Background: an optimization exercise with open tools, aiming at small area, a short achievable clock period and few clock cycles. Do not read the settings as production practice.
Where RTL was checked, it was by simulation tests only, not by an equivalence proof against the original.
Power and IR drop assume default switching activity.

// encode
module encode#(
	parameter DATAWIDTH_STATE		= 16,
	parameter DATAWIDTH_XMAX		= 18,
	parameter DATAWIDTH_RCPFREQ		= 32,
	parameter DATAWIDTH_BIAS		= 10,
	parameter DATAWIDTH_CMPLFREQ	= 9,
	parameter DATAWIDTH_RCPSHIFT	= 6,
	parameter RANS_BYTE_L_SHIFT		= 8,
	parameter DATANUM				= 130560
)(
	input wire								clk,
	input wire								rst,
	input wire								start,
	output reg								onebyte_end,
	output reg								finish,
	input wire	[	 DATAWIDTH_XMAX-1:0]	x_max,
	input wire								x_max_valid,
	input wire	[ DATAWIDTH_RCPFREQ-1:0]	rcp_freq,
	input wire								rcp_freq_valid,
	input wire	[	 DATAWIDTH_BIAS-1:0]	bias,
	input wire								bias_valid,
	input wire	[DATAWIDTH_CMPLFREQ-1:0]	cmpl_freq,
	input wire								cmpl_freq_valid,
	input wire	[DATAWIDTH_RCPSHIFT-1:0]	rcp_shift,
	input wire								rcp_shift_valid,
	input wire								tvalid,
	input wire	[			   	    7:0]	tdata,
	input wire								tlast,
	output reg	[			   	    7:0]	byte_enc,
	output reg								out_valid
);
export LEC_CHECK = 0
export CAP_MARGIN = 20
export CORE_MARGIN = 2
export CORE_UTILIZATION = 45
export CTS_CLUSTER_DIAMETER = 100
export CTS_CLUSTER_SIZE = 30
export SETUP_SLACK_MARGIN = 5
export SLEW_MARGIN = 20
export SYNTH_MEMORY_MAX_BITS = 16384
create_clock -name core_clock -period 10.0 [get_ports {clk}]
standard.sh (not shown) runs the stock make flow with config.mk's settings and CLKGATE_MAP_FILE= SYNTH_SCRIPT=/design/flow/synth_recipe.tcl, a recipe that flattens the netlist after the stock synthesis.
==> flow/flow/run.sh <==
#!/bin/bash
# Standard synthesis, then the standard ORFS layout steps with repair_timing
# aiming at a larger setup slack (a tighter internal target than the clock).
set -euo pipefail
MARGIN=${MARGIN:-6.5}
bash standard.sh synth > synth.log 2>&1
sed "s/SETUP_SLACK_MARGIN=[0-9.]*/SETUP_SLACK_MARGIN=$MARGIN/" standard.sh > layout.sh
grep -q "SETUP_SLACK_MARGIN=$MARGIN" layout.sh
bash layout.sh > layout.log 2>&1
The starting point finished clean.
Testbench counts at the start, summed over its fixed seeds: cycles 36,480.
Rerun with:
--- a/flow/design.v
+++ b/flow/design.v
@@ -224,29 +224,30 @@
 	assign mul[4]  = {2'b0, m1, 2'b0};
 	assign mul[5]  = {1'b0, m5};
 	assign mul[6]  = {1'b0, m3, 1'b0};
 	assign mul[7]  = {1'b0, m7};
 	assign mul[8]  = {1'b0, m1, 3'b0};
 	assign mul[9]  = m9;
 	assign mul[10] = {m5, 1'b0};
 	assign mul[11] = m11;
 	assign mul[12] = {m3, 2'b0};
 	assign mul[13] = m13;
 	assign mul[14] = {m7, 1'b0};
 	assign mul[15] = m15;
-	reg	[15:0]	x;
+	reg	[15:0]	xr;			 
+	reg			fresh;		 
 	reg			need;		 
 	reg			sel_n, sel_x;	 
-	wire [7:0] hi = x[15:8];
-	wire [7:0] lo = x[7:0];
+	wire [7:0] hi = fresh ? 8'd1 : xr[15:8];
+	wire [7:0] lo = fresh ? 8'd0 : xr[7:0];
 	reg	[7:0]	r1;			 
 	reg	[3:0]	qh;			 
 	reg	[3:0]	d2;			 
 	reg	[7:0]	e2;			 
 	wire [11:0]	u_w = ({12{sel_n}} & {8'd0, hi[7:4]})
 	                | ({12{sel_x}} & {hi, lo[7:4]})
 	                | ({12{v7}}    & {r1, d2});
 	wire [7:0]	v2h = r1[3:0] + e2[7:4];
 	wire [7:0]	u_v = ({8{sel_n}} & {4'd0, hi[7:4]})
 	                | ({8{sel_x}} & {hi[3:0], lo[7:4]})
 	                | ({8{v7}}    & {v2h[3:0], e2[3:0]});
 	wire [15:0]	u_t;		 
@@ -282,26 +283,27 @@
 	wire need_fast = (qh > fah) | ((qh == fah) & u_t[fa[3:0]]);
 	wire need_slow = hi >= fa;
 	wire need_nx = v7 ? need_fast : need_slow;
 	wire [3:0] d2_nx = need ? hi[3:0] : lo[3:0];
 	always @(posedge clk) begin
 		need <= need_nx;
 		sel_n <= v5 & need_nx;
 		sel_x <= v5 & ~need_nx;
 		r1 <= u_rem;
 		qh <= u_q;
 		d2 <= d2_nx;
 		e2 <= {4'd0, d2_nx} + pc;
-		if (start)   x <= 16'd256;
-		else if (v7) x <= x_new;
+		if (start)   fresh <= 1'b1;
+		else if (v7) fresh <= 1'b0;
+		if (v7) xr <= x_new;
 	end
 	always @(posedge clk) begin
 		onebyte_end <= tvalid;
 		if (rst_r) begin
 			out_valid <= 1'b0;
 			finish    <= 1'b0;
 		end else begin
 			out_valid <= (v6 & need) | fin1 | fin2;
 			finish    <= fin2;
 		end
 		byte_enc <= (v6 | fin1) ? lo : hi;
 	end
Effect: Power fell by 1.7%; via count stays flat; count of clock-buffer cells in the layout is unchanged; sequential share of layout area fell by 0.67 points; worst hold slack improved by 4.4 ps; final area rose by 1.8%.
No functional check of the RTL was part of the second run of this note.

* * *

== the baseline ==
Starting RTL as in the previous note.
==> flow/design.v (excerpt) <==
module encode#(
	parameter DATAWIDTH_STATE		= 16,
	parameter DATAWIDTH_XMAX		= 18,
	parameter DATAWIDTH_RCPFREQ		= 32,
	parameter DATAWIDTH_BIAS		= 10,
	parameter DATAWIDTH_CMPLFREQ	= 9,
	parameter DATAWIDTH_RCPSHIFT	= 6,
	parameter RANS_BYTE_L_SHIFT		= 8,
	parameter DATANUM				= 130560
)(
	input wire								clk,
	input wire								rst,
	input wire								start,
	output reg								onebyte_end,
	output reg								finish,
	input wire	[	 DATAWIDTH_XMAX-1:0]	x_max,
	input wire								x_max_valid,
	input wire	[ DATAWIDTH_RCPFREQ-1:0]	rcp_freq,
	input wire								rcp_freq_valid,
	input wire	[	 DATAWIDTH_BIAS-1:0]	bias,
	input wire								bias_valid,
	input wire	[DATAWIDTH_CMPLFREQ-1:0]	cmpl_freq,
	input wire								cmpl_freq_valid,
	input wire	[DATAWIDTH_RCPSHIFT-1:0]	rcp_shift,
	input wire								rcp_shift_valid,
	input wire								tvalid,
	input wire	[			   	    7:0]	tdata,
	input wire								tlast,
	output reg	[			   	    7:0]	byte_enc,
	output reg								out_valid
);
Settings: LEC_CHECK=0, CAP_MARGIN=20, CORE_MARGIN=2, CORE_UTILIZATION=45, CTS_CLUSTER_DIAMETER=100, CTS_CLUSTER_SIZE=30, SETUP_SLACK_MARGIN=5, SLEW_MARGIN=20, SYNTH_MEMORY_MAX_BITS=16384, TNS_END_PERCENT=20; clock period 10.0 ns.
Scripts as last shown in full above: flow/flow/run.sh
Testbench counts of the baseline, summed over its fixed seeds: cycles 36,480.
The following lists how the candidate was set up differently from the baseline:
--- a/flow/design.v
+++ b/flow/design.v
@@ -81,16 +81,33 @@
 		reg r;
 		begin
 			r = ge;
 			for (i = 0; i < 7; i = i + 1)
 				r = (a[i] & ~b[i]) | ((a[i] | ~b[i]) & r);
 			cmp7 = r;
 		end
 	endfunction
+	function [63:0] therm64;
+		input [6:0] w;
+		reg [8:0] eqh, gth;
+		reg [7:0] gel;
+		integer i, j;
+		begin
+			for (i = 0; i < 9; i = i + 1) begin
+				eqh[i] = (w[6:3] == i);
+				gth[i] = (w[6:3] > i);
+			end
+			for (j = 0; j < 8; j = j + 1)
+				gel[j] = (w[2:0] >= j);
+			for (i = 0; i < 8; i = i + 1)
+				for (j = 0; j < 8; j = j + 1)
+					therm64[8*i+j] = (j == 7) ? gth[i] : (gth[i] | (eqh[i] & gel[j+1]));
+		end
+	endfunction
 	function [15:0] dec4;
 		input [3:0] a;
 		begin
 			dec4 = 16'd1 << a;
 		end
 	endfunction
 	reg rst_r;
 	always @(posedge clk) rst_r <= rst;
@@ -110,20 +127,21 @@
 			ld_cnt <= ld_cnt + 8'd1;
 			ld_acc <= ld_acc + {1'b0, ld_f};
 		end
 	end
 	reg	[2*255-1:0]	lsr;	 
 	always @(posedge clk)
 		if (ld_v) lsr <= {lsr[2*254-1:0], ld_acc[1:0]};
 	reg	[4:0]	thb [1:64];
+	wire [63:0] ld_ge = therm64(ld_acc[8:2]);	 
 	genvar gk;
 	generate for (gk = 1; gk <= 64; gk = gk + 1) begin : g_thb
 		always @(posedge clk)
-			if (ld_v && !cmp7(ld_acc[8:2], gk, 1'b1)) thb[gk] <= ld_cnt[4:0];
+			if (ld_v && !ld_ge[gk-1]) thb[gk] <= ld_cnt[4:0];
 	end endgenerate
 	reg	[6:0]	thw [1:7];
 	generate for (gk = 1; gk <= 7; gk = gk + 1) begin : g_thw
 		always @(posedge clk)
 			if (ld_v && ld_cnt == 32*gk) thw[gk] <= ld_acc[8:2];
 	end endgenerate
 	reg	[7:0]	idx;
 	always @(posedge clk)
@@ -160,19 +178,21 @@
 			3'd4: begin thw_a <= thw[4]; thw_b <= thw[5]; end
 			3'd5: begin thw_a <= thw[5]; thw_b <= thw[6]; end
 			3'd6: begin thw_a <= thw[6]; thw_b <= thw[7]; end
 			default: begin thw_a <= thw[7]; thw_b <= 7'd64; end
 		endcase
 		s_lo <= idx[4:0];
 		lo_r <= rd_lo;
 	end
+	wire [63:0] ta = therm64(thw_a);
+	wire [63:0] tb = therm64(thw_b);
 	wire [64:1] t;
 	generate for (gk = 1; gk <= 64; gk = gk + 1) begin : g_cmp
-		assign t[gk] = cmp7(thw_a, gk, 1'b1) | (cmp7(thw_b, gk, 1'b1) & cmp7({2'b0, s_lo}, {2'b0, thb[gk]}, 1'b0));
+		assign t[gk] = ta[gk-1] | (tb[gk-1] & cmp7({2'b0, s_lo}, {2'b0, thb[gk]}, 1'b0));
 	end endgenerate
 	reg [5:0] rd_hi;
 	integer ik;
 	always @(*) begin
 		rd_hi = 6'd0;
 		for (ik = 1; ik < 64; ik = ik + 1)
 			if (t[ik] & ~t[ik+1]) rd_hi = rd_hi | ik[5:0];
 	end
@@ -240,27 +260,28 @@
 	wire [7:0] lo = x[7:0];
 	reg	[7:0]	r1;			 
 	reg	[3:0]	qh;			 
 	reg	[3:0]	d2;			 
 	reg	[7:0]	e2;			 
 	wire [11:0]	u_w = ({12{sel_n}} & {8'd0, hi[7:4]})
 	                | ({12{sel_x}} & {hi, lo[7:4]})
 	                | ({12{v7}}    & {r1, d2});
+	wire [11:0]	u_w2 = v7 ? {r1, d2} : sel_n ? {8'd0, hi[7:4]} : {hi, lo[7:4]};
 	wire [7:0]	v2h = r1[3:0] + e2[7:4];
 	wire [7:0]	u_v = ({8{sel_n}} & {4'd0, hi[7:4]})
 	                | ({8{sel_x}} & {hi[3:0], lo[7:4]})
 	                | ({8{v7}}    & {v2h[3:0], e2[3:0]});
 	wire [15:0]	u_t;		 
 	wire [15:0]	u_e;		 
 	wire [7:0]	u_c [0:15];
 	assign u_t[0] = 1'b1;
 	genvar gm;
 	generate for (gm = 1; gm < 16; gm = gm + 1) begin : g_div
-		assign u_t[gm] = ge12(u_w, mul[gm]);
+		assign u_t[gm] = ge12((gm < 8) ? u_w : u_w2, mul[gm]);
 	end endgenerate
 	generate for (gm = 0; gm < 16; gm = gm + 1) begin : g_cand
 		assign u_c[gm] = u_v - mul[gm][7:0];
 		if (gm < 15) begin : g_e
 			assign u_e[gm] = u_t[gm] & ~u_t[gm+1];
 		end else begin : g_e
 			assign u_e[gm] = u_t[gm];
 		end
==> run notes <==
- Compared with the baseline, the candidate has less setup slack.
- The candidate vs the baseline: vertical die dimension up slightly
- From the baseline to the candidate, number of buffers inserted for hold repair after clock tree synthesis did not move at all.
- The final reports for the candidate and the baseline show power lower in the former.
- Power dissipated in combinational cells of the candidate is on par with the baseline.
- [compare] base=the baseline new=the candidate: final wirelength +about 4%; utilization +1.5 points.
No functional check of the RTL was part of the candidate.

what the ideal ports hide:
No port has a modelled driver above. Below, the same layouts with a new extraction and two added sets of constraints. Step 1 (the two cells are an assumption about what drives the block):
set clk [get_ports {clk}]
set_driving_cell -lib_cell sky130_fd_sc_hd__clkbuf_16 $clk
set_driving_cell -lib_cell sky130_fd_sc_hd__buf_2 [delete_from_list [all_inputs] $clk]
Step 2 times the ports against the registers' clock, not the clock port: input delays grow and output delays shrink by t, the midpoint of the rising clock arrivals with the driver on. Slacks: ideal ports / drivers / drivers and shift; pairs: ideal ports / drivers.
run | t (ns) | slack for setup (ns) | hold slack, ns | worst slew at a driven data input, ns
the first run of note 1 | 0.758 | 6.342 / 6.342 / 6.305 | 0.330 / 0.330 / 0.330 | 0.08
the second run of note 1 | 0.752 | 6.121 / 6.121 / 6.121 | 0.335 / 0.335 / 0.335 | 0.06
the baseline | 0.761 | 6.370 / 6.349 / 6.370 | 0.320 / 0.320 / 0.320 | 0.07
the candidate | 0.759 | 6.107 / 6.107 / 6.107 | 0.334 / 0.334 / 0.334 | 0.04
After both steps setup and hold are still met in every run listed. For the first run of note 1, which loses most, drivers alone change the setup slack by 0.000 ns; drivers and shift together by -0.037 ns.
